Background: an optimization exercise with open tools, aiming at small area, a short achievable clock period and few clock cycles per item. Do not read the settings as production practice.
In this exercise RTL edits were held to simulation tests only and were not proved equivalent to the original.

## flow/design.v (module list and top-level ports; edited modules follow where they fit)
// module calc: 7539 lines
// module calc_fa: 6 lines
// module calc_ha: 6 lines
module calc(clk,rst,A,B,C,pushA,stopA,pushB,stopB,pushC,stopC,Z,pushZ);
  // ...
==> flow/flow/run.sh <==
#!/bin/bash
# The standard layout (the standard.sh: ORFS synthesis, floorplan, placement, CTS and
# routing, unchanged) with its timing repair aiming for a setup slack of 5.5 ns, and with buf_1 as the cell that buffers each port.
set -euo pipefail
bash standard.sh SETUP_SLACK_MARGIN=5.5 "BUFFER_PORTS_ARGS=-buffer_cell sky130_fd_sc_hd__buf_1" finish > standard_make.log 2>&1
==> flow/standard.sh <==
#!/bin/bash
# synth_recipe.tcl (not shown) runs the flow's synth.tcl, then flattens the netlist and writes it again
# the make line also repeats each setting of config.mk as NAME=value (left out here)
make -C /OpenROAD-flow-scripts/flow DESIGN_CONFIG=/design/flow/config.mk WORK_HOME=/design/flow/orfs CLKGATE_MAP_FILE= SYNTH_SCRIPT=/design/flow/synth_recipe.tcl "${@:-finish}"
==> flow/config.mk <==
export PLATFORM = sky130hd
export DESIGN_NAME = calc
export DESIGN_NICKNAME = calc
export VERILOG_FILES = /design/flow/design.v
export SDC_FILE = /design/flow/constraint.sdc
export NUM_CORES = 4
export LEC_CHECK = 0
export CAP_MARGIN = 20
export CORE_MARGIN = 2
export CORE_UTILIZATION = 62
export CTS_CLUSTER_DIAMETER = 80
export CTS_CLUSTER_SIZE = 24
export SLEW_MARGIN = 20
export SYNTH_HIERARCHICAL = 1
export SYNTH_MINIMUM_KEEP_SIZE = 0
==> flow/constraint.sdc <==
create_clock -name core_clock -period 9.0 [get_ports {clk}]
set_input_delay 1.8000 -clock core_clock [delete_from_list [all_inputs] [get_ports {clk}]]
set_output_delay 1.8000 -clock core_clock [all_outputs]
set_load 0.01 [all_outputs]
==> results.ini, run 1 <==
[routing]
drc = 0
drt-met1-wl_um = 99500

[setup_path]
path_buf_inv = 1
endpoint_kind = flip-flop
cp_top_family = adder cells

[die]
taps = 1876
die-area_um2 = 143000
die_h_um = 379

[global_routing]
top_usage_layer = met2
antenna_found_initial = 12

[timing]
tightest_slew_ps = 880
rsz0062_at_grt = true
final_hold_viol_count = 0

[cts]
clockBufferDepth = 3
clock_latency_ps = 740
cts_setup_buffers = 31
cts.repair.resized = 87
cts_buffers = 76

[synth]
postSynthAreaPerCell_um2 = 12.0
synthAdderAreaFrac = 0.389
synth_top_family_by_area = adder cells
yosysTopAreaCell = fa_1
synth_area_um2 = 87100

[finish]
drive_gt1_frac = 0.0631
antenna_cells = 3
area_growth_pct = 6.40
layout_common_cells = fa_1 (1522), xnor2_1 (1043), dfxtp_1 (984), and2_1 (877), a22oi_1 (736)

[run_status]
status = no timing/DRC/antenna violations

[place]
detailed_place_hpwl_um = 195000

Testbench counts, summed over its fixed seeds: cycles 16,056, items 16,000.
==> run 2: changes to the inputs <==
==> flow/flow/run.sh (replaced) <==
#!/bin/bash
# The standard layout (the standard.sh: ORFS synthesis, floorplan, placement, CTS and
# routing, unchanged) with its timing repair aiming for a setup slack of 5.6 ns.
set -euo pipefail
bash standard.sh SETUP_SLACK_MARGIN=5.6 finish > standard_make.log 2>&1
==> results.ini, run 2 <==
[timing]
fmax_ghz = 0.294  ; was 0.282 GHz
fin_worst_skew_ps = 54.6  ; was 50.1 ps
period_share = 0.379  ; was 0.394
setup_tns_ps = 0  ; unchanged
fin_crit_ps = 3410  ; was 3550 ps
finalSetupViolations = 0  ; unchanged
rsz0062_at_grt = true  ; unchanged
drv_slew = 0  ; unchanged
maxSlewHeadroom = 0.428  ; was 0.413
tightest_slew_ps = 852  ; was 880 ps
worst_slack_ps = 5590  ; was 5450 ps
final_hold_viol_count = 0  ; unchanged

[die]
die-area_um2 = 143000  ; unchanged
row_count = 137  ; unchanged
die_h_um = 379  ; unchanged
fp.dieW_um = 379  ; unchanged
initial_utilization = 0.624  ; unchanged
core-area_um2 = 140000  ; unchanged
io_pins = 137  ; unchanged

[place]
place_ws_ps = 5000  ; was 5030 ps
io_buffers = 136  ; unchanged
routabilityCongestion = 0.997  ; was 1.00
detailed_place_hpwl_um = 195000  ; about the same

[routing]
drt-pass1-iter-count = 7  ; was 10
vias = 58000  ; was 57000
via_per_inst = 6.39  ; was 6.31
drtAntennaViolNets = 0  ; unchanged
first_iter_violations = 6407  ; was 6058
drc = 0  ; unchanged
routedWlPerCell_um = 31.0  ; was 30.0 um
wirelength_um = 282000  ; was 271000 um

[setup_path]
crit_fanout = 20  ; was 19
cp-start-kind = flip-flop  ; unchanged
endpoint_kind = flip-flop  ; unchanged
worstSetupPathType = flip-flop to flip-flop  ; unchanged
path_cells = buf_6, buf_8, a22oi_1, xnor2_1, fa_1, fa_1, fa_1, fa_1  ; was buf_4, a22oi_1, xnor2_1, fa_1, fa_1, fa_1, xnor2_1, xnor2_1, xnor2_1, xnor2_1, xnor2_1
critPathMostFrequentCell = fa_1  ; was xnor2_1
cp_slowest_stage_delay_ps = 650  ; was 730 ps
arrival_ps = 3980  ; was 4140 ps
cp.required_ps = 9580  ; was 9590 ps
crit_slowest_cell = fa_1  ; unchanged

[global_routing]
top_usage_layer = met2  ; unchanged
grt-ovfl-total = 0  ; unchanged
met1_usage = 0.481  ; was 0.479
grtUsageMet2 = 0.608  ; was 0.602
grt_use_total = 0.386  ; about the same
grt_max_degree = 58  ; was 59
antenna_found_initial = 9  ; was 12
grt_pass1_vias = 61200  ; about the same
grt_pass1_wl_um = 400000  ; about the same
use_met3 = 0.0794  ; was 0.0822

[synth]
synth_edf_count = 96  ; unchanged
ys.flop_type = dfxtp_1  ; unchanged
yosys.cell_count.top_type = fa_1  ; unchanged
ys_seq_area_frac = 0.285  ; unchanged
yosysTopAreaCell = fa_1  ; unchanged
ys_warn_count = 7  ; unchanged
synth.top_cell.area_share = 0.350  ; unchanged
async_flop_share = 0.00924  ; unchanged
yosys-top-cells-area = fa_1 (35%), dfxtp_1 (25%), xnor2_1 (11%)  ; unchanged
synth_area_um2 = 87100  ; unchanged
postSynthAreaPerCell_um2 = 12.0  ; unchanged
synth_seq_cells = 1190  ; unchanged
synth_cell_types = 63  ; unchanged
netlist_instances = 7243  ; unchanged
netlist_top_cells_count = fa_1 (1524), dfxtp_1 (1083), xnor2_1 (1044)  ; unchanged

[run]
maxCapViolCount = 0  ; unchanged

[min_path]
min_path_type = flip-flop to flip-flop  ; unchanged

[finish]
drive_gt1_frac = 0.0771  ; was 0.0631
final_common_cell = fa_1  ; unchanged
n_fill_cell = 10500  ; was 10700
reg_top3 = ra: 32 flops, rb: 32 flops, rc: 32 flops  ; unchanged
area_growth_pct = 8.93  ; was 6.40%
multi_input_area_um2 = 60200  ; was 60100 um^2
layout_common_cells = fa_1 (1515), xnor2_1 (1039), dfxtp_1 (946), and2_1 (876), a22oi_1 (732)  ; was fa_1 (1522), xnor2_1 (1043), dfxtp_1 (984), and2_1 (877), a22oi_1 (736)
finalNetCount = 9055  ; was 9004
seq_area_um2 = 25200  ; was 25100 um^2

[cts]
cts-root-buf = clkbuf_16  ; unchanged
cts_sinks = 1190  ; unchanged
clock_latency_ps = 730  ; was 740 ps
cts_max_level = 3  ; unchanged
clockBufferDepth = 3  ; unchanged
cts_buffers = 73  ; was 76
cts_tree = done  ; unchanged
clk_pin_slew_worst_paths_ps = 90  ; about the same
hold_buffers = 0  ; unchanged

[run_status]
status = no timing/DRC/antenna violations  ; unchanged

-- run 2: final cells by class --
class / instances / share of cell area
Tap cell: 1876 / 0.0247
Sequential cell: 1190 / 0.266
Timing Repair Buffer: 390 / 0.0479
Multi-Input combinational cell: 5467 / 0.635
Inverter: 36 / 0.00142
Antenna cell: 4 / 0.000106
Clock inverter: 32 / 0.00493
Clock buffer: 88 / 0.0206
-- run 2: cell families (layout without fill, tap and decap cells) --
logic type | count (synthesis) | after routing | synth area share
AOI/OAI and AO/OA | 1095 | 1095 | 0.0892
and+or+nand+nor | 1378 | 1378 | 0.0905
buffers and inverters | 614 | 546 | 0.0279
DFF | 1190 | 1190 | 0.285
adders and majority gates | 1796 | 1796 | 0.389
other | 1 | 33 | 0.0000431
xor gates and xnor gates | 1168 | 1168 | 0.117
muxes | 1 | 1 | 0.000115
-- run 2: repair_timing --
item / 4_1_cts / 5_1_grt
endpoints found under the setup margin: 292 / 105
resized for setup: 203 / 267
setup buffers: 48 / 45
pin swaps: 3 / 22
gates cloned: 0 / 12
-- run 2: critical path, delay by kind of cell, from the launching register on --
| kind | cells | cell delay, ps |
|---|---|---|
| AO/OA/AOI/OAI | 1 | 110 |
| XOR/XNOR | 1 | 160 |
| adder cells (fa/ha/maj) | 4 | 2160 |
| buffers and inverters | 2 | 470 |
| flip-flops | 1 | 350 |
-- run 2: per-stage QoR --
stage	hold WS (ps)	instances	cell area (um^2)	util
6_report	314	9083	94800	0.680
3_5_place_dp	312	8854	89800	0.643
2_1_floorplan	310	7271	87200	-
4_1_cts	317	9022	93100	0.667
3_3_place_gp	310	8853	89700	0.643
5_1_grt	327	9079	94800	0.680
-- run 2: per-module statistics from Yosys, one instance, submodules excluded --
| module | flops+latches | cell area (um^2) |
|---|---|---|
| calc | 1190 | 54700 |
| calc_fa | 0 | 20.0 |
| calc_ha | 0 | 12.5 |
-- run 2: final timing paths --
path                            slack, ps       end        start  cells past startpoint
worst max-delay path                 5590  p5_s3649  p4_sum10282                      8
min in group asynchronous            1370   seen[1]          rst                      2
worst min-delay path                  310   p3_ra14      p2_ra14                      0
worst min register to register        310   p3_ra14      p2_ra14                      0
max in group asynchronous            7330  valid[6]          rst                      2
worst max register to register       5590  p5_s3649  p4_sum10282                      8
-- run 2: routing by layer --
layer | vias up | share of wire
met5 | - | 0.00019
met4 | 6 | 0.091
met3 | 1162 | 0.097
met2 | 3666 | 0.45
met1 | 29700 | 0.36
li1 | 23500 | -
==> run 3: changes to the inputs <==
==> flow/flow/run.sh (replaced) <==
#!/bin/bash
# The standard layout (the standard.sh: ORFS synthesis, floorplan, placement, CTS and
# routing, unchanged) with its timing repair aiming for a setup slack of 5.75 ns, and with buf_1 as the cell that buffers each port.
set -euo pipefail
bash standard.sh SETUP_SLACK_MARGIN=5.75 "BUFFER_PORTS_ARGS=-buffer_cell sky130_fd_sc_hd__buf_1" finish > standard_make.log 2>&1
==> results.ini, run 3 <==
[cts]
cts-root-buf = clkbuf_16  ; unchanged
hold_buffers = 0  ; unchanged
cts_sinks = 1190  ; unchanged
clockBufferDepth = 3  ; unchanged
cts_buffers = 75  ; was 73
clock_latency_ps = 730  ; about the same
cts_tree = done  ; unchanged
cts_max_level = 3  ; unchanged
clk_pin_slew_worst_paths_ps = 90  ; about the same

[min_path]
min_path_type = flip-flop to flip-flop  ; unchanged
whs_path_depth = 0  ; unchanged
min_delay_worst_endpoint = p3_rb3  ; was p3_ra14
hold_start = p2_rb3  ; was p2_ra14

[timing]
fin_worst_skew_ps = 55.9  ; was 54.6 ps
hold_slack_ps = 322  ; was 314 ps
period_share = 0.374  ; was 0.379
tightest_slew_ps = 858  ; was 852 ps
final_hold_viol_count = 0  ; unchanged
finalSetupViolations = 0  ; unchanged
drv_slew = 0  ; unchanged
setup_tns_ps = 0  ; unchanged
maxSlewHeadroom = 0.427  ; was 0.428
fmax_ghz = 0.297  ; was 0.294 GHz
fin_crit_ps = 3370  ; was 3410 ps
worst_slack_ps = 5630  ; was 5590 ps
rsz0062_at_grt = true  ; unchanged

[run]
maxCapViolCount = 0  ; unchanged

[die]
io_pins = 137  ; unchanged
row_count = 137  ; unchanged
initial_utilization = 0.624  ; unchanged
die_h_um = 379  ; unchanged
core-area_um2 = 140000  ; unchanged
die-area_um2 = 143000  ; unchanged
fp.dieW_um = 379  ; unchanged

[routing]
via_per_inst = 6.47  ; was 6.39
vias = 59700  ; was 58000
drc = 0  ; unchanged
wirelength_um = 297000  ; was 282000 um
first_iter_violations = 7493  ; was 6407
drt-pass1-iter-count = 9  ; was 7
drtAntennaViolNets = 0  ; unchanged
routedWlPerCell_um = 32.2  ; was 31.0 um

[synth]
synth_edf_count = 96  ; unchanged
netlist_instances = 7243  ; unchanged
async_flop_share = 0.00924  ; unchanged
ys_seq_area_frac = 0.285  ; unchanged
ys_warn_count = 7  ; unchanged
yosys-top-cells-area = fa_1 (35%), dfxtp_1 (25%), xnor2_1 (11%)  ; unchanged
synth.top_cell.area_share = 0.350  ; unchanged
synth_area_um2 = 87100  ; unchanged
ys.flop_type = dfxtp_1  ; unchanged
yosys.cell_count.top_type = fa_1  ; unchanged
synth_seq_cells = 1190  ; unchanged
yosysTopAreaCell = fa_1  ; unchanged
netlist_top_cells_count = fa_1 (1524), dfxtp_1 (1083), xnor2_1 (1044)  ; unchanged
postSynthAreaPerCell_um2 = 12.0  ; unchanged
synth_cell_types = 63  ; unchanged

[place]
placed_cell_area_um2 = 89000  ; was 89800 um^2
routabilityCongestion = 0.981  ; was 0.997
detailed_place_hpwl_um = 195000  ; about the same
place_ws_ps = 5040  ; was 5000 ps
io_buffers = 136  ; unchanged

[global_routing]
grt_pass1_wl_um = 409000  ; was 400000 um
grt_pass1_vias = 61400  ; was 61200
grt_use_total = 0.396  ; was 0.386
grt_max_degree = 43  ; was 58
antenna_found_initial = 20  ; was 9
grt-ovfl-total = 0  ; unchanged

[setup_path]
worstSetupPathType = flip-flop to flip-flop  ; unchanged
path_cells = buf_12, and2_1, fa_1, fa_1, fa_1, fa_1, fa_2  ; was buf_6, buf_8, a22oi_1, xnor2_1, fa_1, fa_1, fa_1, fa_1
arrival_ps = 3960  ; was 3980 ps
cp-start-kind = flip-flop  ; unchanged
path_buf_inv = 1  ; was 2
r2r_cells = 7  ; was 8
cp_slowest_stage_delay_ps = 530  ; was 650 ps
startpoint = p4_rc11  ; was p4_sum10282
critPathMostFrequentCell = fa_1  ; unchanged
endpoint_kind = flip-flop  ; unchanged
cp.required_ps = 9600  ; was 9580 ps
ff2ff_setup_slack_ps = 5630  ; was 5590 ps
crit_slowest_cell = dfxtp_4  ; was fa_1
cp_top_family = adder cells  ; unchanged
crit-reg2reg-capture = p5_s3651  ; was p5_s3649
r2r_start = p4_rc11  ; was p4_sum10282
crit_fanout = 5  ; was 20

[finish]
finalNetCount = 9181  ; was 9055
n_fill_cell = 10200  ; was 10500
drive_gt1_frac = 0.117  ; was 0.0771
layout_common_cells = fa_1 (1419), xnor2_1 (1032), dfxtp_1 (917), and2_1 (864), a22oi_1 (727)  ; was fa_1 (1515), xnor2_1 (1039), dfxtp_1 (946), and2_1 (876), a22oi_1 (732)
area_growth_pct = 11.4  ; was 8.93%
multi_input_area_um2 = 60700  ; was 60200 um^2
reg_top3 = ra: 32 flops, rb: 32 flops, rc: 32 flops  ; unchanged
seq_area_um2 = 25300  ; was 25200 um^2
final_common_cell = fa_1  ; unchanged
postLayoutCellArea_um2 = 97000  ; was 94800 um^2

[run_status]
status = no timing/DRC/antenna violations  ; unchanged

==> run 3: cell counts after synthesis <==
No cell type changed its count.
==> run 3: how the worst max path moves through the flow <==
| stage | to | slack (ps) | cells after the start |
|---|---|---|---|
| 6_report | p5_s3651 | 5630 | 7 |
| 5_1_grt | p5_w3540 | 5560 | 11 |
| 2_1_floorplan | p3_s995 | 5750 | 8 |
| 3_5_place_dp | p5_w3540 | 5040 | 10 |
| 3_3_place_gp | p5_w3540 | 4870 | 10 |
| 4_1_cts | p5_w3540 | 5560 | 11 |
==> run 3: cell type report <==
type | count | share of cell area
inverters | 36 | 0.00139
multi-input cells | 5467 | 0.626
clock buffers | 89 | 0.0204
diodes | 18 | 0.000465
clock inverters | 41 | 0.00668
well taps | 1876 | 0.0242
flip-flops and latches | 1190 | 0.261
repair buffers | 514 | 0.0594
==> run 3: what timing repair did <==
| action | 4_1_cts | 5_1_grt |
|---|---|---|
| setup endpoints to repair | 370 | 161 |
| gates cloned | 6 | 32 |
| pin swaps | 25 | 126 |
| resized for setup | 342 | 405 |
| setup buffers | 95 | 93 |
==> run 3: logic make-up (layout without fill, tap and decap cells) <==
group / Yosys count / in the layout / share of synthesized area
other: 1 / 47 / 0.0000431
buffers and inverters: 614 / 680 / 0.0279
multiplexers: 1 / 1 / 0.000115
flip-flops: 1190 / 1190 / 0.285
AND/OR/NAND/NOR: 1378 / 1378 / 0.0905
adder cells (fa/ha/maj): 1796 / 1796 / 0.389
AO/OA/AOI/OAI: 1095 / 1095 / 0.0892
XOR/XNOR: 1168 / 1168 / 0.117
==> run 3: Yosys stat by module (local to each module, per instance) <==
module	copies in the design	cell area, um^2
calc_fa	1522	20.0
calc	1	54700
calc_ha	151	12.5
==> run 3: worst register-to-register path, stage by stage, from the launching register on <==
cell and delay (ps):
dfxtp_4 530, buf_12 200, and2_1 160, fa_1 430, fa_1 520, fa_1 430, fa_1 530, fa_2 440
==> run 3: per-stage QoR <==
step | utilization | std cells
after global placement | 0.638 | 8857
after global routing | 0.695 | 9218
final | 0.695 | 9231
after floorplan | - | 7271
after CTS | 0.672 | 9088
after detailed placement | 0.638 | 8857
==> run 3: routing by layer <==
layer,share of wire,up-vias,track usage
li1,-,23800,-
met1,0.35,30200,0.492
met2,0.45,4309,0.623
met3,0.11,1351,0.0869
met4,0.093,8,0.269
met5,0.00027,-,0.00309
==> run 4: changes to the inputs <==
==> flow/flow/run.sh (replaced) <==
#!/bin/bash
# The standard layout (the standard.sh: ORFS synthesis, floorplan, placement, CTS and
# routing, unchanged) with its timing repair aiming for a setup slack of 5.65 ns, and with buf_1 as the cell that buffers each port.
set -euo pipefail
bash standard.sh SETUP_SLACK_MARGIN=5.65 "BUFFER_PORTS_ARGS=-buffer_cell sky130_fd_sc_hd__buf_1" finish > standard_make.log 2>&1
--- a/flow/config.mk
+++ b/flow/config.mk
@@ -7,2 +7,3 @@
 export LEC_CHECK = 0
+export ABC_AREA = 1
 export CAP_MARGIN = 20
==> results.ini, run 4 <==
[synth]
synth_cell_types = 55  ; was 63
synth.top_cell.area_share = 0.339  ; was 0.350
yosysTopAreaCell = fa_1  ; unchanged
async_flop_share = 0.00924  ; unchanged
postSynthAreaPerCell_um2 = 10.0  ; was 12.0 um^2
ys.flop_type = dfxtp_1  ; unchanged
ys_seq_area_frac = 0.276  ; was 0.285
yosys.cell_count.top_type = nand2_1  ; was fa_1
synth_seq_cells = 1190  ; unchanged
ys_warn_count = 7  ; unchanged
netlist_top_cells_count = nand2_1 (1607), fa_1 (1524), inv_1 (1253)  ; was fa_1 (1524), dfxtp_1 (1083), xnor2_1 (1044)
synth_area_um2 = 89900  ; was 87100 um^2
yosys-top-cells-area = fa_1 (34%), dfxtp_1 (24%), xor2_1 (8.9%)  ; was fa_1 (35%), dfxtp_1 (25%), xnor2_1 (11%)
synth_edf_count = 96  ; unchanged
netlist_instances = 8963  ; was 7243

[cts]
cts_max_level = 3  ; unchanged
cts_sinks = 1190  ; unchanged
cts-root-buf = clkbuf_16  ; unchanged
hold_buffers = 0  ; unchanged
cts_buffers = 80  ; was 75
clockBufferDepth = 3  ; unchanged
clk_pin_slew_worst_paths_ps = 100  ; was 90 ps
cts_tree = done  ; unchanged
clock_latency_ps = 760  ; was 730 ps

[routing]
drc = 0  ; unchanged
first_iter_violations = 8345  ; was 7493
routedWlPerCell_um = 29.2  ; was 32.2 um
drt-met1-wl_um = 110000  ; was 103000 um
drtAntennaViolNets = 0  ; unchanged
via_per_inst = 6.04  ; was 6.47
wl_met3_um = 36600  ; was 32100 um
dr.max_layer_used = met5  ; unchanged
wl_met2_um = 143000  ; was 134000 um
vias = 67600  ; was 59700
drt-pass1-iter-count = 10  ; was 9
wirelength_um = 327000  ; was 297000 um

[run_status]
status = no timing/DRC/antenna violations  ; unchanged

[setup_path]
cp.required_ps = 9620  ; was 9600 ps
crit_fanout = 6  ; was 5
startpoint = p4_sum21481  ; was p4_rc11
endpoint_kind = flip-flop  ; unchanged
r2r_start = p4_sum21481  ; was p4_rc11
arrival_ps = 4160  ; was 3960 ps
worstSetupPathType = flip-flop to flip-flop  ; unchanged
cp-start-kind = flip-flop  ; unchanged

[timing]
fin_worst_skew_ps = 37.7  ; was 55.9 ps
drv_slew = 0  ; unchanged
fmax_ghz = 0.283  ; was 0.297 GHz
worst_slack_ps = 5460  ; was 5630 ps
period_share = 0.393  ; was 0.374
final_hold_viol_count = 0  ; unchanged
finalSetupViolations = 0  ; unchanged
tightest_slew_ps = 1170  ; was 858 ps
fin_crit_ps = 3540  ; was 3370 ps
rsz0062_at_grt = true  ; unchanged
maxSlewHeadroom = 0.214  ; was 0.427
setup_tns_ps = 0  ; unchanged

[place]
place_ws_ps = 4770  ; was 5040 ps
detailed_place_hpwl_um = 229000  ; was 195000 um
routabilityCongestion = 1.03  ; was 0.981
placed_cells = 10600  ; was 8857
io_buffers = 136  ; unchanged

[min_path]
hold_start = p3_rc22  ; was p2_rb3
min_path_type = flip-flop to flip-flop  ; unchanged

[global_routing]
grt_use_total = 0.437  ; was 0.396
grt_pass1_wl_um = 462000  ; was 409000 um
antenna_found_initial = 17  ; was 20
grt_max_degree = 36  ; was 43
grt-ovfl-total = 0  ; unchanged
grt_pass1_vias = 69000  ; was 61400

[finish]
n_fill_cell = 10700  ; was 10200
area_growth_pct = 12.6  ; was 11.4%
reg_top3 = ra: 32 flops, rb: 32 flops, rc: 32 flops  ; unchanged
finalNetCount = 11100  ; was 9181
fin_cells = 11200  ; was 9231
final_common_cell = nand2_1  ; was fa_1
drive_gt1_frac = 0.134  ; was 0.117
layout_common_cells = nand2_1 (1606), fa_1 (1442), inv_1 (1169), dfxtp_1 (936), xor2_1 (874)  ; was fa_1 (1419), xnor2_1 (1032), dfxtp_1 (917), and2_1 (864), a22oi_1 (727)

[die]
fp.dieW_um = 385  ; was 379 um
core-area_um2 = 144000  ; was 140000 um^2
row_count = 139  ; was 137
initial_utilization = 0.625  ; was 0.624
die_h_um = 385  ; was 379 um
io_pins = 137  ; unchanged
die-area_um2 = 148000  ; was 143000 um^2

[run]
maxCapViolCount = 0  ; unchanged

run 4: cell count changes in the layout (fill, tap and decap cells not counted), moves of 727 or more:
cell,previous run,this run
xnor2_1,1032,146
a22oi_1,727,0
nand2_1,197,1606
inv_1,35,1169
and2_1,864,3
xor2_1,123,874
run 4: worst max-delay path, stage by stage (launching register included):
cell and delay (ps):
dfxtp_4 370, clkinvlp_4 100, buf_12 150, o22ai_4 180
xor2_1 120, fa_2 1000, fa_1 550, fa_1 510
fa_1 400
run 4: cells by family (layout without fill, tap and decap cells):
| logic type | Yosys count | after routing | synth area share |
|---|---|---|---|
| buffers and inverters | 1851 | 2135 | 0.0811 |
| XOR/XNOR | 1067 | 1067 | 0.104 |
| AND/OR/NAND/NOR | 2027 | 2027 | 0.0882 |
| AO/OA/AOI/OAI | 991 | 991 | 0.0682 |
| adder cells (fa/ha/maj) | 1796 | 1796 | 0.377 |
| other | 1 | 47 | 0.0000417 |
| multiplexers | 40 | 40 | 0.00501 |
| flip-flops | 1190 | 1190 | 0.276 |
run 4: final cells by class:
type / instances / area (um^2) / share of cell area
Antenna cell: 18 / 45.0 / 0.000445
Clock buffer: 88 / 2050 / 0.0203
Clock inverter: 54 / 777 / 0.00767
Inverter: 1336 / 5540 / 0.0547
Multi-Input combinational cell: 5950 / 59100 / 0.584
Sequential cell: 1190 / 25200 / 0.249
Tap cell: 1903 / 2380 / 0.0235
Timing Repair Buffer: 618 / 5850 / 0.0578
Timing Repair inverter: 39 / 282 / 0.00278
run 4: per-module statistics from Yosys (local to each module, per instance):
module,cells inside,flops+latches
calc,7290,1190
calc_fa,1,0
calc_ha,1,0
run 4: timing repair:
| action | in CTS | in global routing |
|---|---|---|
| resized for setup | 432 | 375 |
| buffers inserted | 235 | 122 |
| endpoints found under the setup margin | 322 | 166 |
| cloned | 39 | 17 |
| pin swaps | 28 | 119 |
run 4: through the flow:
stage               utilization  hold WS, ps  instance area, um^2
global route              0.704          332               101000
CTS                       0.683          330                98300
detailed placement        0.636          312                91500
global placement          0.636          310                91500
floorplan                     -          310                90000
finish                    0.704          329               101000
run 4: worst paths after layout:
path	to	slack, ps	cells after the start
max in group asynchronous	valid[7]	7730	2
worst max register to register	p5_s3651	5460	8
worst min-delay path	p4_rc22	330	0
worst max-delay path	p5_s3651	5460	8
min in group asynchronous	seen[1]	980	2
worst min register to register	p4_rc22	330	0
run 4: per-layer routing:
layer | global-route usage | vias up
li1 | - | 28100
met1 | 0.511 | 33300
met2 | 0.667 | 4716
met3 | 0.124 | 1458
met4 | 0.371 | 18
met5 | 0 | -
==> run 5: changes to the inputs <==
--- a/flow/config.mk
+++ b/flow/config.mk
@@ -7,3 +7,2 @@
 export LEC_CHECK = 0
-export ABC_AREA = 1
 export CAP_MARGIN = 20
==> results.ini, run 5 <==
[die]
core-area_um2 = 140000  ; was 144000 um^2
io_pins = 137  ; unchanged
die-area_um2 = 143000  ; was 148000 um^2
die_h_um = 379  ; was 385 um
initial_utilization = 0.624  ; was 0.625
fp.dieW_um = 379  ; was 385 um
row_count = 137  ; was 139

[cts]
clk_pin_slew_worst_paths_ps = 90  ; was 100 ps
cts_tree = done  ; unchanged
clock_latency_ps = 740  ; was 760 ps
cts_max_level = 3  ; unchanged
cts-root-buf = clkbuf_16  ; unchanged
cts_sinks = 1190  ; unchanged
clockBufferDepth = 3  ; unchanged
cts_buffers = 75  ; was 80

[place]
placed_cells = 8856  ; was 10600
place_ws_ps = 5020  ; was 4770 ps
routabilityCongestion = 1.00  ; was 1.03
io_buffers = 136  ; unchanged
detailed_place_hpwl_um = 197000  ; was 229000 um

[synth]
ys_warn_count = 7  ; unchanged
synth_area_um2 = 87100  ; was 89900 um^2
synth_seq_cells = 1190  ; unchanged
ys_seq_area_frac = 0.285  ; was 0.276
yosys.cell_count.top_type = fa_1  ; was nand2_1
synth.top_cell.area_share = 0.350  ; was 0.339
async_flop_share = 0.00924  ; unchanged
synth_edf_count = 96  ; unchanged
yosysTopAreaCell = fa_1  ; unchanged
netlist_instances = 7243  ; was 8963
netlist_top_cells_count = fa_1 (1524), dfxtp_1 (1083), xnor2_1 (1044)  ; was nand2_1 (1607), fa_1 (1524), inv_1 (1253)
ys.flop_type = dfxtp_1  ; unchanged
postSynthAreaPerCell_um2 = 12.0  ; was 10.0 um^2
yosys-top-cells-area = fa_1 (35%), dfxtp_1 (25%), xnor2_1 (11%)  ; was fa_1 (34%), dfxtp_1 (24%), xor2_1 (8.9%)
synth_cell_types = 63  ; was 55

[routing]
drtAntennaViolNets = 0  ; unchanged
routedWlPerCell_um = 31.0  ; was 29.2 um
drc = 0  ; unchanged
vias = 58100  ; was 67600
wirelength_um = 282000  ; was 327000 um
drt-pass1-iter-count = 10  ; unchanged
first_iter_violations = 6596  ; was 8345
via_per_inst = 6.39  ; was 6.04

[setup_path]
arrival_ps = 3980  ; was 4160 ps
worstSetupPathType = flip-flop to flip-flop  ; unchanged
crit_fanout = 32  ; was 6
cp-start-kind = flip-flop  ; unchanged
endpoint_kind = flip-flop  ; unchanged
cp.required_ps = 9600  ; was 9620 ps

[finish]
fin_cells = 9100  ; was 11200
seq_area_um2 = 25200  ; about the same
reg_top3 = ra: 32 flops, rb: 32 flops, rc: 32 flops  ; unchanged
finalNetCount = 9064  ; was 11100
n_fill_cell = 10600  ; was 10700
multi_input_area_um2 = 60300  ; was 59100 um^2
area_growth_pct = 8.49  ; was 12.6%
final_common_cell = fa_1  ; was nand2_1
layout_common_cells = fa_1 (1497), xnor2_1 (1035), dfxtp_1 (941), and2_1 (876), a22oi_1 (735)  ; was nand2_1 (1606), fa_1 (1442), inv_1 (1169), dfxtp_1 (936), xor2_1 (874)
drive_gt1_frac = 0.0834  ; was 0.134

[timing]
fin_crit_ps = 3380  ; was 3540 ps
finalSetupViolations = 0  ; unchanged
maxSlewHeadroom = 0.350  ; was 0.214
tightest_slew_ps = 974  ; was 1170 ps
fin_worst_skew_ps = 42.3  ; was 37.7 ps
setup_tns_ps = 0  ; unchanged
period_share = 0.376  ; was 0.393
final_hold_viol_count = 0  ; unchanged
worst_slack_ps = 5620  ; was 5460 ps
rsz0062_at_grt = true  ; unchanged
drv_slew = 0  ; unchanged
fmax_ghz = 0.295  ; was 0.283 GHz

[global_routing]
grt_pass1_wl_um = 402000  ; was 462000 um
antenna_found_initial = 15  ; was 17
grt_use_total = 0.388  ; was 0.437
grt-ovfl-total = 0  ; unchanged
grt_pass1_vias = 61700  ; was 69000
grt_max_degree = 59  ; was 36

[min_path]
min_path_type = flip-flop to flip-flop  ; unchanged

[run]
maxCapViolCount = 0  ; unchanged

[run_status]
status = no timing/DRC/antenna violations  ; unchanged

run 5: repair_timing:
item,CTS,global route
gates resized for setup,263,227
hold buffers,0,0
cloned,3,15
setup buffers,65,27
pin swaps,15,46
setup endpoints to repair,318,111
run 5: critical path: stages, from the launching register on:
cell and delay, ps:
dfxtp_1 360, buf_8 280, a22oi_1 170, xnor2_2 400, fa_1 520, fa_1 460
fa_1 580, fa_1 430
run 5: stage by stage:
stage | util | hold WS (ps) | area, um^2
after floorplan | - | 310 | 87200
after global placement | 0.637 | 310 | 88900
after detailed placement | 0.637 | 312 | 88900
after CTS | 0.666 | 325 | 92900
after global routing | 0.677 | 329 | 94500
final | 0.677 | 325 | 94500
run 5: cells by family (layout without fill, tap and decap cells):
family | Yosys count | after routing | synth area share
AO/OA/AOI/OAI | 1095 | 1095 | 0.0892
buffers and inverters | 614 | 562 | 0.0279
multiplexers | 1 | 1 | 0.000115
XOR/XNOR | 1168 | 1168 | 0.117
adder cells (fa/ha/maj) | 1796 | 1796 | 0.389
other | 1 | 34 | 0.0000431
AND/OR/NAND/NOR | 1378 | 1378 | 0.0905
flip-flops | 1190 | 1190 | 0.285
run 5: cell type report:
cell class                      instances  area share
Antenna cell                            5    0.000132
Clock buffer                           87      0.0205
Clock inverter                         42     0.00648
Inverter                               36     0.00143
Multi-Input combinational cell       5467       0.638
Sequential cell                      1190       0.267
Tap cell                             1876      0.0248
Timing Repair Buffer                  397      0.0413
run 5: Yosys stat by module (local to each module, per instance):
module | cell area, um^2 | times used
calc_fa | 20.0 | 1522
calc | 54700 | 1
calc_ha | 12.5 | 151
run 5: per-layer routing:
| layer | vias up | routed length (um) | global-route usage | share of wire |
|---|---|---|---|---|
| met1 | 29600 | 100000 | 0.471 | 0.36 |
| met2 | 3775 | 127000 | 0.607 | 0.45 |
| met4 | 20 | 26200 | 0.278 | 0.093 |
| li1 | 23600 | - | - | - |
| met5 | - | 143 | 0 | 0.00051 |
| met3 | 1165 | 28400 | 0.0952 | 0.10 |
run 5: final timing paths:
kind / startpoint / end / slack (ps) / cells past startpoint
max in group asynchronous: rst / valid[3] / 7700 / 2
worst min-delay path: p2_ra29 / p3_ra29 / 320 / 0
worst max register to register: p4_sum21480 / p5_s3592 / 5620 / 7
worst max-delay path: p4_sum21480 / p5_s3592 / 5620 / 7
min in group asynchronous: rst / seen[0] / 1000 / 2
worst min register to register: p2_ra29 / p3_ra29 / 320 / 0
==> run 6: changes to the inputs <==
--- a/flow/config.mk
+++ b/flow/config.mk
@@ -9,3 +9,3 @@
 export CORE_MARGIN = 2
-export CORE_UTILIZATION = 62
+export CORE_UTILIZATION = 70
 export CTS_CLUSTER_DIAMETER = 80
==> results.ini, run 6 <==
[synth]
netlist_instances = 7243  ; unchanged
ys_seq_area_frac = 0.285  ; unchanged
synth_cell_types = 63  ; unchanged
synth_edf_count = 96  ; unchanged
async_flop_share = 0.00924  ; unchanged
yosys-top-cells-area = fa_1 (35%), dfxtp_1 (25%), xnor2_1 (11%)  ; unchanged
yosys.cell_count.top_type = fa_1  ; unchanged
synth_area_um2 = 87100  ; unchanged
postSynthAreaPerCell_um2 = 12.0  ; unchanged
ys_warn_count = 7  ; unchanged
synth.top_cell.area_share = 0.350  ; unchanged
yosysTopAreaCell = fa_1  ; unchanged
synth_seq_cells = 1190  ; unchanged
netlist_top_cells_count = fa_1 (1524), dfxtp_1 (1083), xnor2_1 (1044)  ; unchanged
ys.flop_type = dfxtp_1  ; unchanged

[place]
detailed_place_hpwl_um = 191000  ; was 197000 um
io_buffers = 136  ; unchanged
routabilityCongestion = 1.04  ; was 1.00

[die]
fp.dieW_um = 357  ; was 379 um
initial_utilization = 0.704  ; was 0.624
io_pins = 137  ; unchanged
die_h_um = 357  ; was 379 um
core-area_um2 = 124000  ; was 140000 um^2
row_count = 129  ; was 137
die-area_um2 = 127000  ; was 143000 um^2

[routing]
via_per_inst = 6.77  ; was 6.39
wirelength_um = 286000  ; was 282000 um
vias = 59800  ; was 58100
drtAntennaViolNets = 0  ; unchanged
first_iter_violations = 8268  ; was 6596
drc = 0  ; unchanged
routedWlPerCell_um = 32.3  ; was 31.0 um
drt-pass1-iter-count = 12  ; was 10

[setup_path]
endpoint_kind = flip-flop  ; unchanged
crit_fanout = 16  ; was 32
cp.required_ps = 9580  ; was 9600 ps
arrival_ps = 3990  ; was 3980 ps
cp-start-kind = flip-flop  ; unchanged
worstSetupPathType = flip-flop to flip-flop  ; unchanged
r2r_start = p4_w2422  ; was p4_sum21480
startpoint = p4_w2422  ; was p4_sum21480

[global_routing]
antenna_found_initial = 18  ; was 15
grt-ovfl-total = 0  ; unchanged
grt_use_total = 0.440  ; was 0.388
grt_pass1_wl_um = 405000  ; was 402000 um
grt_pass1_vias = 63500  ; was 61700
grt_max_degree = 58  ; was 59

[run_status]
status = no timing/DRC/antenna violations  ; unchanged

[min_path]
min_path_type = flip-flop to flip-flop  ; unchanged
hold_start = p3_rb30  ; was p2_ra29

[finish]
area_growth_pct = 7.71  ; was 8.49%
layout_common_cells = fa_1 (1500), xnor2_1 (1041), dfxtp_1 (939), and2_1 (876), a22oi_1 (733)  ; was fa_1 (1497), xnor2_1 (1035), dfxtp_1 (941), and2_1 (876), a22oi_1 (735)
finalNetCount = 9050  ; was 9064
reg_top3 = ra: 32 flops, rb: 32 flops, rc: 32 flops  ; unchanged
drive_gt1_frac = 0.0779  ; was 0.0834
final_common_cell = fa_1  ; unchanged
finish.utilization = 0.759  ; was 0.677

[timing]
setup_tns_ps = 0  ; unchanged
final_hold_viol_count = 0  ; unchanged
fin_crit_ps = 3410  ; was 3380 ps
maxSlewHeadroom = 0.272  ; was 0.350
fin_worst_skew_ps = 40.5  ; was 42.3 ps
finalSetupViolations = 0  ; unchanged
drv_slew = 0  ; unchanged
fmax_ghz = 0.293  ; was 0.295 GHz
rsz0062_at_grt = true  ; unchanged
period_share = 0.379  ; was 0.376
tightest_slew_ps = 1080  ; was 974 ps

[cts]
cts_tree = done  ; unchanged
cts_buffers = 68  ; was 75
cts_sinks = 1190  ; unchanged
clockBufferDepth = 3  ; unchanged
cts_max_level = 3  ; unchanged
clock_latency_ps = 730  ; was 740 ps
hold_buffers = 0  ; unchanged
clk_pin_slew_worst_paths_ps = 100  ; was 90 ps
cts-root-buf = clkbuf_16  ; unchanged

[run]
maxCapViolCount = 0  ; unchanged

-- run 6: critical path, stage by stage (launching register included) --
cell and delay, ps:
dfxtp_4 690, buf_16 270, a22oi_1 130, xnor2_1 200
fa_1 470, fa_1 480, fa_1 520, fa_1 510
-- run 6: through the flow --
stage | hold slack, ps | setup WS (ps) | area (um^2) | instances
detailed placement | 312 | 5060 | 88500 | 8605
CTS | 326 | 5470 | 92000 | 8770
global route | 333 | 5550 | 93800 | 8832
global placement | 310 | 5100 | 88500 | 8604
finish | 326 | 5590 | 93800 | 8841
floorplan | 310 | 5650 | 87200 | 7271
-- run 6: metal layers --
layer	up-vias	GRT usage	share of wire
met5	-	0	0.00023
met4	6	0.349	0.11
met3	1634	0.138	0.12
met2	4761	0.668	0.44
met1	29900	0.521	0.33
li1	23500	-	-
-- run 6: timing repair --
action | in CTS | in global routing
setup buffers | 53 | 41
hold endpoints to repair | 0 | 0
cloned | 4 | 16
gates resized for setup | 227 | 258
setup endpoints to repair | 313 | 140
pin swaps | 14 | 32
-- run 6: layout make-up --
| cell class | instances | area (um^2) |
|---|---|---|
| inverter | 36 | 135 |
| sequential | 1190 | 25200 |
| multi-input combinational | 5467 | 60200 |
| tap | 1637 | 2050 |
| fill | 8162 | 29800 |
| antenna | 13 | 32.5 |
| clock buffer | 81 | 1800 |
| clock inverter | 27 | 403 |
| timing repair buffer | 390 | 3940 |
-- run 6: Yosys stat by module, one instance, submodules excluded --
module,area [um^2],times used
calc_ha,12.5,151
calc_fa,20.0,1522
calc,54700,1
-- run 6: kinds of logic (layout without fill, tap and decap cells) --
kind of cell / count (synthesis) / after routing / share of synthesized area
compound gates: 1095 / 1095 / 0.0892
xor+xnor: 1168 / 1168 / 0.117
fa+ha+maj: 1796 / 1796 / 0.389
buf+inv: 614 / 534 / 0.0279
flops: 1190 / 1190 / 0.285
mux: 1 / 1 / 0.000115
other cells: 1 / 42 / 0.0000431
simple gates: 1378 / 1378 / 0.0905
-- run 6: path summary, 6_finish.rpt --
kind                             to  slack [ps]  depth (start not counted)
min reg2reg                 p4_rb30         330                          0
max reg2reg                p5_s3517        5590                          7
min                         p4_rb30         330                          0
min in group asynchronous  valid[7]        1060                          2
max in group asynchronous   seen[1]        7630                          2
max                        p5_s3517        5590                          7
==> run 7: changes to the inputs <==
--- a/flow/config.mk
+++ b/flow/config.mk
@@ -9,5 +9,5 @@
 export CORE_MARGIN = 2
-export CORE_UTILIZATION = 70
-export CTS_CLUSTER_DIAMETER = 80
-export CTS_CLUSTER_SIZE = 24
+export CORE_UTILIZATION = 62
+export CTS_CLUSTER_DIAMETER = 90
+export CTS_CLUSTER_SIZE = 28
 export SLEW_MARGIN = 20
==> results.ini, run 7 <==
[run_status]
status = no timing/DRC/antenna violations  ; unchanged

[cts]
cts_buffers = 58  ; was 68
cts_sinks = 1190  ; unchanged
clk_pin_slew_worst_paths_ps = 100  ; about the same
cts-root-buf = clkbuf_16  ; unchanged
cts_max_level = 2  ; was 3
clockBufferDepth = 3  ; unchanged
hold_buffers = 0  ; unchanged
cts_tree = done  ; unchanged
clock_latency_ps = 750  ; was 730 ps

[finish]
area_growth_pct = 8.22  ; was 7.71%
postLayoutCellArea_um2 = 94200  ; was 93800 um^2
final_common_cell = fa_1  ; unchanged
fin_cells = 9090  ; was 8841
finalNetCount = 9069  ; was 9050
reg_top3 = ra: 32 flops, rb: 32 flops, rc: 32 flops  ; unchanged
layout_common_cells = fa_1 (1493), xnor2_1 (1035), dfxtp_1 (944), and2_1 (877), a22oi_1 (734)  ; was fa_1 (1500), xnor2_1 (1041), dfxtp_1 (939), and2_1 (876), a22oi_1 (733)
drive_gt1_frac = 0.0831  ; was 0.0779

[synth]
synth_seq_cells = 1190  ; unchanged
ys_warn_count = 7  ; unchanged
yosysTopAreaCell = fa_1  ; unchanged
synth.top_cell.area_share = 0.350  ; unchanged
synth_area_um2 = 87100  ; unchanged
netlist_top_cells_count = fa_1 (1524), dfxtp_1 (1083), xnor2_1 (1044)  ; unchanged
yosys.cell_count.top_type = fa_1  ; unchanged
yosys-top-cells-area = fa_1 (35%), dfxtp_1 (25%), xnor2_1 (11%)  ; unchanged
synth_edf_count = 96  ; unchanged
async_flop_share = 0.00924  ; unchanged
postSynthAreaPerCell_um2 = 12.0  ; unchanged
netlist_instances = 7243  ; unchanged
ys.flop_type = dfxtp_1  ; unchanged
synth_cell_types = 63  ; unchanged
ys_seq_area_frac = 0.285  ; unchanged

[routing]
drc = 0  ; unchanged
via_per_inst = 6.39  ; was 6.77
first_iter_violations = 6747  ; was 8268
vias = 58100  ; was 59800
routedWlPerCell_um = 31.3  ; was 32.3 um
drtAntennaViolNets = 0  ; unchanged
wirelength_um = 284000  ; was 286000 um
drt-pass1-iter-count = 7  ; was 12

[place]
placed_cell_area_um2 = 88900  ; was 88500 um^2
placed_cells = 8856  ; was 8605
io_buffers = 136  ; unchanged
detailed_place_hpwl_um = 197000  ; was 191000 um
routabilityCongestion = 1.00  ; was 1.04

[setup_path]
endpoint_kind = flip-flop  ; unchanged
ff2ff_setup_slack_ps = 5670  ; was 5590 ps
cp.required_ps = 9610  ; was 9580 ps
crit_end = p5_s3521  ; was p5_s3517
crit_fanout = 9  ; was 16
cp-start-kind = flip-flop  ; unchanged
worstSetupPathType = flip-flop to flip-flop  ; unchanged
r2r_cells = 6  ; was 7
arrival_ps = 3940  ; was 3990 ps
startpoint = p4_sum214823  ; was p4_w2422
r2r_start = p4_sum214823  ; was p4_w2422
crit-reg2reg-capture = p5_s3521  ; was p5_s3517

[die]
initial_utilization = 0.624  ; was 0.704
row_count = 137  ; was 129
fp.dieW_um = 379  ; was 357 um
die-area_um2 = 143000  ; was 127000 um^2
core-area_um2 = 140000  ; was 124000 um^2
io_pins = 137  ; unchanged
die_h_um = 379  ; was 357 um

[timing]
period_share = 0.370  ; was 0.379
final_hold_viol_count = 0  ; unchanged
fmax_ghz = 0.300  ; was 0.293 GHz
drv_slew = 0  ; unchanged
maxSlewHeadroom = 0.334  ; was 0.272
finalSetupViolations = 0  ; unchanged
rsz0062_at_grt = true  ; unchanged
tightest_slew_ps = 997  ; was 1080 ps
setup_tns_ps = 0  ; unchanged
fin_crit_ps = 3330  ; was 3410 ps
fin_worst_skew_ps = 48.0  ; was 40.5 ps

[global_routing]
grt_pass1_vias = 61600  ; was 63500
antenna_found_initial = 13  ; was 18
grt_pass1_wl_um = 402000  ; was 405000 um
grt_use_total = 0.387  ; was 0.440
grt-ovfl-total = 0  ; unchanged
grt_max_degree = 53  ; was 58

[min_path]
hold_start = p5_s3719  ; was p3_rb30
min_path_type = flip-flop to flip-flop  ; unchanged

[run]
maxCapViolCount = 0  ; unchanged

## run 7: cell counts after synthesis
No cell type changed its count.
## run 7: cell families after synthesis
kind of cell | share of synthesized area
adder cells (fa/ha/maj) | 0.389
multiplexers | 0.000115
buffers and inverters | 0.0279
other | 0.0000431
AO/OA/AOI/OAI | 0.0892
flip-flops | 0.285
AND/OR/NAND/NOR | 0.0905
XOR/XNOR | 0.117
## run 7: timing repair
| action | in CTS | in global routing |
|---|---|---|
| endpoints found under the setup margin | 319 | 107 |
| hold endpoints to repair | 0 | 0 |
| gates resized for setup | 258 | 255 |
| pin swaps | 15 | 57 |
| setup buffers | 61 | 52 |
| gates cloned | 4 | 15 |
## run 7: how the worst min path moves through the flow
| stage | to | slack, ps | cells past startpoint |
|---|---|---|---|
| floorplan | p2_rb31 | 310 | 0 |
| global placement | p4_rc9 | 310 | 0 |
| CTS | p3_ra7 | 300 | 0 |
| finish | p6_s3719 | 320 | 0 |
| detailed placement | p3_ra11 | 310 | 0 |
| global route | p3_ra7 | 320 | 0 |
## run 7: metrics by stage
stage | hold WS [ps] | setup WS (ps) | util
after floorplan | 310 | 5650 | -
after global placement | 310 | 5070 | 0.637
after detailed placement | 312 | 5020 | 0.637
after CTS | 303 | 5530 | 0.662
after global routing | 316 | 5580 | 0.675
final | 320 | 5670 | 0.675
## run 7: cell type report
cell class                 instances  area [um^2]
clock buffer                      65         1490
timing repair buffer             419         4240
tap                             1876         2350
fill                           10600        45300
sequential                      1190        25200
inverter                          36          135
multi-input combinational       5467        60300
antenna                            7         17.5
clock inverter                    30          448
## run 7: Yosys stat by module (local to each module, per instance)
module   area, um^2  times used
calc          54700           1
calc_fa        20.0        1522
calc_ha        12.5         151
## run 7: worst max-delay path: stages, from the launching register on
cell and delay (ps):
dfxtp_1 600, a22oi_1 180, xnor2_1 380, fa_1 520, fa_1 500, fa_1 590
fa_1 410
## run 7: per-layer routing
metal  vias to the layer above  wire length (um)  global-route usage  share of wire
met2                      3858            128000               0.601           0.45
met1                     29500            101000               0.476           0.35
met3                      1173             29100              0.0878           0.10
li1                      23600                 -                   -              -
met4                        12             26500               0.285          0.093
met5                         -                80                   0        0.00028
==> run 8: changes to the inputs <==
--- a/flow/config.mk
+++ b/flow/config.mk
@@ -10,4 +10,4 @@
 export CORE_UTILIZATION = 62
-export CTS_CLUSTER_DIAMETER = 90
-export CTS_CLUSTER_SIZE = 28
+export CTS_CLUSTER_DIAMETER = 100
+export CTS_CLUSTER_SIZE = 32
 export SLEW_MARGIN = 20
==> results.ini, run 8 <==
[global_routing]
grt_pass1_vias = 61200  ; was 61600
grt_pass1_wl_um = 400000  ; was 402000 um
grt-ovfl-total = 0  ; unchanged
grt_max_degree = 59  ; was 53
grt_use_total = 0.384  ; was 0.387
antenna_found_initial = 8  ; was 13

[finish]
drive_gt1_frac = 0.0770  ; was 0.0831
area_growth_pct = 7.32  ; was 8.22%
layout_common_cells = fa_1 (1499), xnor2_1 (1035), dfxtp_1 (949), and2_1 (875), a22oi_1 (736)  ; was fa_1 (1493), xnor2_1 (1035), dfxtp_1 (944), and2_1 (877), a22oi_1 (734)
n_fill_cell = 10700  ; was 10600
fin_cells = 9055  ; was 9090
final_common_cell = fa_1  ; unchanged
finalNetCount = 9044  ; was 9069
finish.utilization = 0.670  ; was 0.675
multi_input_area_um2 = 60300  ; about the same
reg_top3 = ra: 32 flops, rb: 32 flops, rc: 32 flops  ; unchanged
seq_area_um2 = 25200  ; about the same

[timing]
final_hold_viol_count = 0  ; unchanged
maxSlewHeadroom = 0.322  ; was 0.334
fin_crit_ps = 3400  ; was 3330 ps
setup_tns_ps = 0  ; unchanged
fmax_ghz = 0.294  ; was 0.300 GHz
drv_slew = 0  ; unchanged
rsz0062_at_grt = true  ; unchanged
tightest_slew_ps = 1020  ; was 997 ps
period_share = 0.377  ; was 0.370
worst_slack_ps = 5600  ; was 5670 ps
finalSetupViolations = 0  ; unchanged
fin_worst_skew_ps = 36.5  ; was 48.0 ps

[cts]
cts-root-buf = clkbuf_16  ; unchanged
cts_sinks = 1190  ; unchanged
cts_max_level = 2  ; unchanged
clockBufferDepth = 3  ; unchanged
clock_latency_ps = 740  ; was 750 ps
cts_buffers = 48  ; was 58
clk_pin_slew_worst_paths_ps = 120  ; was 100 ps
cts_tree = done  ; unchanged

[synth]
ys_seq_area_frac = 0.285  ; unchanged
synth_edf_count = 96  ; unchanged
yosys-top-cells-area = fa_1 (35%), dfxtp_1 (25%), xnor2_1 (11%)  ; unchanged
netlist_instances = 7243  ; unchanged
async_flop_share = 0.00924  ; unchanged
synth.top_cell.area_share = 0.350  ; unchanged
postSynthAreaPerCell_um2 = 12.0  ; unchanged
netlist_top_cells_count = fa_1 (1524), dfxtp_1 (1083), xnor2_1 (1044)  ; unchanged
ys_warn_count = 7  ; unchanged
yosysTopAreaCell = fa_1  ; unchanged
synth_seq_cells = 1190  ; unchanged
synth_cell_types = 63  ; unchanged
synth_area_um2 = 87100  ; unchanged
yosys.cell_count.top_type = fa_1  ; unchanged
ys.flop_type = dfxtp_1  ; unchanged

[die]
die_h_um = 379  ; unchanged
initial_utilization = 0.624  ; unchanged
io_pins = 137  ; unchanged
row_count = 137  ; unchanged
core-area_um2 = 140000  ; unchanged
fp.dieW_um = 379  ; unchanged
die-area_um2 = 143000  ; unchanged

[min_path]
min_delay_worst_endpoint = p3_rb30  ; was p6_s3719
whs_path_depth = 0  ; unchanged
hold_start = p2_rb30  ; was p5_s3719
min_path_type = flip-flop to flip-flop  ; unchanged

[setup_path]
crit-reg2reg-capture = p4_sum102826  ; was p5_s3521
r2r_start = p3_sum5472  ; was p4_sum214823
worstSetupPathType = flip-flop to flip-flop  ; unchanged
crit_fanout = 5  ; was 9
cp.required_ps = 9540  ; was 9610 ps
r2r_cells = 11  ; was 6
cp-start-kind = flip-flop  ; unchanged
arrival_ps = 3940  ; about the same
ff2ff_setup_slack_ps = 5600  ; was 5670 ps
endpoint_kind = flip-flop  ; unchanged

[run_status]
status = no timing/DRC/antenna violations  ; unchanged

[routing]
vias = 57900  ; was 58100
routedWlPerCell_um = 31.1  ; was 31.3 um
drtAntennaViolNets = 0  ; unchanged
drc = 0  ; unchanged
first_iter_violations = 6736  ; was 6747
wirelength_um = 281000  ; was 284000 um
via_per_inst = 6.40  ; was 6.39
drt-pass1-iter-count = 9  ; was 7

[place]
detailed_place_hpwl_um = 197000  ; unchanged
place_ws_ps = 5020  ; unchanged
placed_cells = 8856  ; unchanged
io_buffers = 136  ; unchanged
routabilityCongestion = 1.00  ; unchanged

[run]
maxCapViolCount = 0  ; unchanged

## run 8: cell counts after synthesis
No cell type changed its count.
## run 8: per-stage QoR
| step | hold slack (ps) | cell area, um^2 |
|---|---|---|
| final | 329 | 93400 |
| after global routing | 331 | 93400 |
| after CTS | 323 | 91800 |
| after detailed placement | 312 | 88900 |
| after global placement | 310 | 88900 |
| after floorplan | 310 | 87200 |
## run 8: Yosys stat by module (local to each module, per instance)
module   flops+latches  copies in the design  cells  area [um^2]
calc              1190                     1   5570        54700
calc_fa              0                  1522      1         20.0
calc_ha              0                   151      1         12.5
## run 8: cell families after synthesis
logic type,share of synthesized area
adders and majority gates,0.389
and+or+nand+nor,0.0905
DFF,0.285
xor gates and xnor gates,0.117
AOI/OAI and AO/OA,0.0892
buffers and inverters,0.0279
other,0.0000431
muxes,0.000115
## run 8: cell type report
type	instances	area share
sequential	1190	0.270
antenna	6	0.000161
tap	1876	0.0251
clock inverter	22	0.00340
multi-input combinational	5467	0.645
timing repair buffer	404	0.0416
inverter	36	0.00145
clock buffer	54	0.0134
## run 8: how the worst max path moves through the flow
stage,to,start
2_1_floorplan,p5_s3651,p4_ra7
3_3_place_gp,p5_w3540,p4_w2512
3_5_place_dp,p2_sum54731,p1_ra2
4_1_cts,p2_sum54731,p1_ra2
5_1_grt,p2_sum54731,p1_ra2
6_report,p4_sum102826,p3_sum5472
## run 8: repair_timing
action / 4_1_cts / 5_1_grt
setup endpoints to repair: 322 / 125
buffers inserted: 62 / 42
hold buffers: 0 / 0
resized for setup: 254 / 225
cloned: 0 / 13
pin swaps: 16 / 38
## run 8: layer usage
| metal | global-route usage | vias up | wire, um |
|---|---|---|---|
| met3 | 0.0832 | 1117 | 27300 |
| met1 | 0.472 | 29500 | 101000 |
| li1 | - | 23500 | - |
| met2 | 0.603 | 3837 | 128000 |
| met4 | 0.277 | 8 | 25300 |
| met5 | 0 | - | 60 |
## run 8: worst max-delay path, stage by stage (launching register included)
cell and delay [ps]:
dfxtp_1 350, and2_1 180, ha_1 320, ha_1 350
o21ai_0 290, nor3_1 90, nor2_1 290, a2111oi_4 150
o211ai_1 190, buf_4 180, a31oi_1 100, xnor2_1 730

## separate check: timing with driven ports
In the flow no input, the clock included, has a driving cell. The finished layouts below were timed again as built, in two steps.
Step 1: set_driving_cell puts a clkbuf_16 on clk and a buf_2 on each other input, an assumption about the parent block.
Step 2 moves the port delays by t, midway between the first and last clock arrival at a register: inputs arrive t later, outputs are due t later. That takes back most of the time a late clock gives input paths.
Three values: no drivers, after step 1, after step 2; two values: the first two.
run | t, ns | slack for setup (ns) | worst setup path after step 2 | worst slew at a driven data input, ns
run 1 | 0.796 | 5.454 / 5.454 / 5.454 | register to register | 0.10
run 2 | 0.788 | 5.593 / 5.580 / 5.593 | register to register | 0.11
run 3 | 0.787 | 5.633 / 5.633 / 5.633 | register to register | 0.10
run 4 | 0.832 | 5.464 / 5.464 / 5.464 | register to register | 0.07
run 5 | 0.806 | 5.616 / 5.616 / 5.616 | register to register | 0.10
run 6 | 0.793 | 5.589 / 5.589 / 5.589 | register to register | 0.10
run 7 | 0.809 | 5.667 / 5.667 / 5.667 | register to register | 0.10
run 8 | 0.803 | 5.604 / 5.604 / 5.604 | register to register | 0.10
After both steps setup and hold are still met in every run listed.
